This is an optimization exercise on Yosys and OpenROAD, whose aim is small area, not a production implementation. Function was checked by simulation only, so behaviour that the tests miss may differ from the original. The flow treats the clock pin as an ideal source, which a real chip does not have. No activity file was given, so power comes from the tool's default toggle rates.

Setup of run A:
==> flow/design.v <==
module hamming_secded_encoder;
endmodule
module mem_secded (
    input        clk,
    input        rst,
    input        wr_en,
    input  [3:0] addr,
    input  [7:0] data_in,
    output [7:0] data_out
);
    reg [7:0]  mem [0:15];
    reg [15:0] valid;
    wire [3:0] lo = 4'd1 << addr[1:0];
    wire [3:0] hi = 4'd1 << addr[3:2];
    integer i;
    reg [7:0] rd;
    reg [15:0] wsel;
    always @(*) begin
        rd = 8'd0;
        for (i = 0; i < 16; i = i + 1) begin
            wsel[i] = wr_en & hi[i/4] & lo[i%4];
            rd = rd | ({8{valid[i] & hi[i/4] & lo[i%4]}} & mem[i]);
        end
    end
    always @(posedge clk) begin
        for (i = 0; i < 16; i = i + 1)
            if (wsel[i])
                mem[i] <= data_in;
    end
    always @(posedge clk or posedge rst) begin
        if (rst)
            valid <= 16'd0;
        else
            valid <= valid | wsel;
    end
    assign data_out = rd;
endmodule
module two_bit_fault_injector
(
    input  [3:0] fault_bit_addr1,
    input  [3:0] fault_bit_addr2,
    input        fault_en,
    input        is_two_bit_fault,
    output [7:0] data_flip,
    output       single_error_corrected,
    output       double_error_detected
);
    wire v1 = fault_en && (fault_bit_addr1 <= 4'd12);
    wire v2 = fault_en && is_two_bit_fault && (fault_bit_addr2 <= 4'd12);
    wire two = v1 && v2 && (fault_bit_addr1 != fault_bit_addr2);
    assign double_error_detected  = two;
    assign single_error_corrected = (v1 || v2) && !two;
    wire [15:0] sel1 = 16'd1 << fault_bit_addr1;
    wire [15:0] sel2 = 16'd1 << fault_bit_addr2;
    wire [15:0] hit  = (sel1 | sel2) & {16{two}};
    assign data_flip = {hit[12], hit[11], hit[10], hit[9],
                        hit[7],  hit[6],  hit[5],  hit[3]};
endmodule
module hamming_secded_decoder(
    input  [7:0] in_data,
    input  [7:0] data_flip,
    output [7:0] out_data
);
    assign out_data = in_data ^ data_flip;
endmodule
module ecc_hamming_secded_faulty_memory(
    input clk,
    input rst,
    input [7:0] input_data,
    input [3:0] input_addr,
    input wr_en,
    input [3:0] fault_addr1,
    input [3:0] fault_addr2,
    input fault_enable,
    input two_bit_fault_enable,
    output [7:0] output_data,
    output single_bit_error_corrected,
    output double_bit_error_detected
);
    wire [7:0] word;
    wire [7:0] flip;
    mem_secded memory(
        .clk(clk),
        .rst(rst),
        .wr_en(wr_en),
        .addr(input_addr),
        .data_in(input_data),
        .data_out(word)
    );
    two_bit_fault_injector injector (
        .fault_bit_addr1(fault_addr1),
        .fault_bit_addr2(fault_addr2),
        .fault_en(fault_enable),
        .is_two_bit_fault(two_bit_fault_enable),
        .data_flip(flip),
        .single_error_corrected(single_bit_error_corrected),
        .double_error_detected(double_bit_error_detected)
    );
    hamming_secded_decoder decoder (
        .in_data(word),
        .data_flip(flip),
        .out_data(output_data)
    );
endmodule
export LEC_CHECK = 0
export CAP_MARGIN = 20
export CORE_MARGIN = 2
export CORE_UTILIZATION = 40
export SLEW_MARGIN = 20
create_clock -name core_clock -period 8.0 [get_ports {clk}]
standard.sh (not shown) runs the stock make flow with config.mk's settings and CLKGATE_MAP_FILE= SYNTH_SCRIPT=/design/flow/synth_recipe.tcl, a recipe that flattens the netlist after the stock synthesis.
==> flow/flow/run.sh <==
#!/bin/bash
# Standard ORFS layout (the standard.sh, standard synthesis) with:
#  - port buffers of the smallest buffer cell,
#  - a clock tree of small clock buffers and no dummy loads.
set -euo pipefail
cd "$(dirname "$0")/.."
bash standard.sh \
  "BUFFER_PORTS_ARGS=-buffer_cell sky130_fd_sc_hd__buf_1" \
  "CTS_ARGS=-sink_clustering_enable -repair_clock_nets -dont_use_dummy_load -buf_list {sky130_fd_sc_hd__clkbuf_2 sky130_fd_sc_hd__clkbuf_4 sky130_fd_sc_hd__clkbuf_8}" \
  finish > make_finish.log 2>&1
Run A | status: complete | timing, DRC, antenna: pass
[inputs] run B vs run A
==> flow/run.sh (new file) <==
#!/bin/bash
# synth_recipe.tcl (not shown) runs the flow's synth.tcl, then flattens the netlist and writes it again
# the make line also repeats each setting of config.mk as NAME=value (left out here)
make -C /OpenROAD-flow-scripts/flow DESIGN_CONFIG=/design/flow/config.mk WORK_HOME=/design/flow/orfs CLKGATE_MAP_FILE= SYNTH_SCRIPT=/design/flow/synth_recipe.tcl finish
removed: flow/flow/run.sh
removed: flow/standard.sh
--- outcome ---
The flow did not stop early for run B: all stages ran, and the layout cleared the timing, design-rule and antenna checks. Compared with run A, run B shows a lower violation count after the first detailed-route iteration. Comparing run B against run A, there is no change at all in gate count of the mapped netlist. Slew at the pin closest to its max-slew limit: run B > run A. Re overall power consumption: run B and run A aren't equal, and the lower value belongs to run A. Relative to run A, net switching power has gone up in run B.
--- input diff run B..run C ---
==> flow/flow/run.sh (new file) <==
#!/bin/bash
# Standard ORFS layout (the standard.sh, standard synthesis) with:
#  - every logic cell swapped for its smallest variant after floorplan
#    (timing repair upsizes again where needed),
#  - port buffers of the smallest buffer cell,
#  - a clock tree of small clock buffers and no dummy loads.
set -euo pipefail
W="$(cd "$(dirname "$0")/.." && pwd)"
cd "$W"
bash standard.sh \
  "POST_FLOORPLAN_TCL=$W/flow/downsize.tcl" \
  "BUFFER_PORTS_ARGS=-buffer_cell sky130_fd_sc_hd__buf_1" \
  "CTS_ARGS=-sink_clustering_enable -repair_clock_nets -dont_use_dummy_load -buf_list {sky130_fd_sc_hd__clkbuf_4 sky130_fd_sc_hd__clkbuf_8} " \
  finish > make_finish.log 2>&1
==> flow/flow/downsize.tcl (new file) <==
# Swap every combinational cell and buffer for the smallest-area cell of the
# same function (the _0/_1 variant of its family). Timing repair later in the
# flow upsizes again wherever timing, slew or capacitance needs it.
set db [ord::get_db]
set n 0
foreach inst [[ord::get_db_block] getInsts] {
  set m [[$inst getMaster] getName]
  if {![regexp {^(sky130_fd_sc_hd__[a-z0-9]+)_([0-9]+)$} $m -> base drv]} { continue }
  if {[regexp {df|dl|edf|sdf|tap|fill|decap|conb|clk} $base]} { continue }
  set best ""
  set best_area 1e9
  foreach d {0 1 2} {
    set mm [$db findMaster ${base}_$d]
    if {$mm eq "NULL"} { continue }
    set a [expr {[$mm getWidth] * [$mm getHeight]}]
    if {$a < $best_area} { set best_area $a; set best ${base}_$d }
  }
  set cur [$inst getMaster]
  if {$best ne "" && $best ne $m && $best_area < [$cur getWidth] * [$cur getHeight]} {
    replace_cell [$inst getName] $best
    incr n
  }
}
puts "downsize: replaced $n cells"
==> flow/standard.sh (new file) <==
#!/bin/bash
# synth_recipe.tcl (not shown) runs the flow's synth.tcl, then flattens the netlist and writes it again
# the make line also repeats each setting of config.mk as NAME=value (left out here)
make -C /OpenROAD-flow-scripts/flow DESIGN_CONFIG=/design/flow/config.mk WORK_HOME=/design/flow/orfs CLKGATE_MAP_FILE= SYNTH_SCRIPT=/design/flow/synth_recipe.tcl "${@:-finish}"
removed: flow/run.sh
==> comparison <==
The final layout from run C, which completed every stage, passed the timing, design-rule and antenna checks at the end of the flow. Run B has completed all stages; timing, DRC and antenna checks passed. On data arrival time of the worst path: between run B and run C, it ends up lower for run C. Part of the power in the clock network (higher): run B. Reported for run B and run C, I/O pin total turned out identical to the last digit. Looking at top power consumer group, the registers result is from run C; the clock one comes from run B. Looking at fraction of the cycle the final worst path needs, run C sits 7.8 points lower than run B does. Run C vs run B: internal power component down by more than a quarter. Taking run B as the reference, in run C met1 layer wirelength in the final routing up 6.1%, flop-to-flop setup slack level, HPWL after detailed placement increased 44 um.
Changes in run D relative to run C:
==> flow/flow/run.sh <==
#!/bin/bash
# Standard ORFS layout (the standard.sh, standard synthesis) with:
#  - every logic cell swapped for its smallest variant after floorplan
#    (timing repair upsizes again where needed),
#  - port buffers of the smallest buffer cell,
#  - a clock tree of small clock buffers and no dummy loads, its leaf
#    buffers then sized to the smallest that keeps clock-pin slew in limits.
set -euo pipefail
W="$(cd "$(dirname "$0")/.." && pwd)"
cd "$W"
bash standard.sh \
  "POST_FLOORPLAN_TCL=$W/flow/downsize.tcl" \
  "POST_CTS_TCL=$W/flow/cts_fix.tcl" \
  "BUFFER_PORTS_ARGS=-buffer_cell sky130_fd_sc_hd__buf_1" \
  "CTS_ARGS=-sink_clustering_enable -repair_clock_nets -dont_use_dummy_load -buf_list {sky130_fd_sc_hd__clkbuf_4} " \
  finish > make_finish.log 2>&1
==> flow/flow/cts_fix.tcl (new file) <==
# Resize the clock tree's leaf buffers: the smallest clock buffer whose
# flip-flop clock pins all see a slew below the target.
proc clk_leaf_slew { inst } {
  set on [[$inst findITerm X] getNet]
  set s 0
  foreach it [$on getITerms] {
    if {[$it getInst] eq $inst} { continue }
    set pn "[[$it getInst] getName]/[[$it getMTerm] getName]"
    set sl [get_property [get_pins $pn] slew_max]
    if {$sl > $s} { set s $sl }
  }
  return $s
}
set target 0.105
set sizes {sky130_fd_sc_hd__clkbuf_2 sky130_fd_sc_hd__clkbuf_4 sky130_fd_sc_hd__clkbuf_8 sky130_fd_sc_hd__clkbuf_16}
estimate_parasitics -placement
foreach inst [[ord::get_db_block] getInsts] {
  set m [[$inst getMaster] getName]
  if {![string match sky130_fd_sc_hd__clkbuf_* $m]} { continue }
  # leaf buffers only: those driving flip-flop clock pins
  set leaf 0
  foreach it [[[$inst findITerm X] getNet] getITerms] {
    if {[[$it getMTerm] getName] eq "CLK"} { set leaf 1 }
  }
  if {!$leaf} { continue }
  foreach c $sizes {
    replace_cell [$inst getName] $c
    estimate_parasitics -placement
    if {[clk_leaf_slew $inst] < $target} { break }
  }
  puts "cts_fix: [$inst getName] $m -> [[$inst getMaster] getName] slew [clk_leaf_slew $inst]"
}
detailed_placement
check_placement -verbose
estimate_parasitics -placement
Findings:
- Run D reached the end of the flow, and the finished layout is clean on the timing, design-rule and antenna checks.
- Diff run C..run D | sum of net half-perimeters after detailed placement | unchanged
- Of run D and run C, run C shows the higher post-route worst setup slack, with run D below it.
- Run D against run C; wire length is down slightly.
- Diff run C -> run D | slew of the pin with the lowest slew margin | increase of 27 ps
- Compared with run C, in run D logic gate share of total power now sits higher; detailed router's first-iteration violation count now sits lower; worst hold slack now sits higher.

## what the ideal ports hide
No port has a modelled driver above. Below, the same layouts with a new extraction and two added sets of constraints. Step 1 assumes that a clkbuf_16 drives the clock port and a buf_2 every other input. Step 2 adds t to the input delays and takes it off the output delays; t is the mean of the earliest and latest rising clock arrival at the registers after step 1. Input paths then give back, and output paths get back, about the clock's delay inside the block. a / b / c = ideal / step 1 / step 2; a / b = the first two.
run | t, ns | slack for setup (ns) | worst setup path after step 2 | cell pins on the clock port's net
run A | 0.463 | 3.000 / 2.977 / 2.977 | input to output | 1
run B | 0.447 | 2.173 / 2.151 / 2.151 | input to output | 1
run C | 0.448 | 2.798 / 2.775 / 2.775 | input to output | 1
run D | 0.533 | 2.748 / 2.725 / 2.725 | input to output | 1
After both steps setup and hold are still met in every run listed.
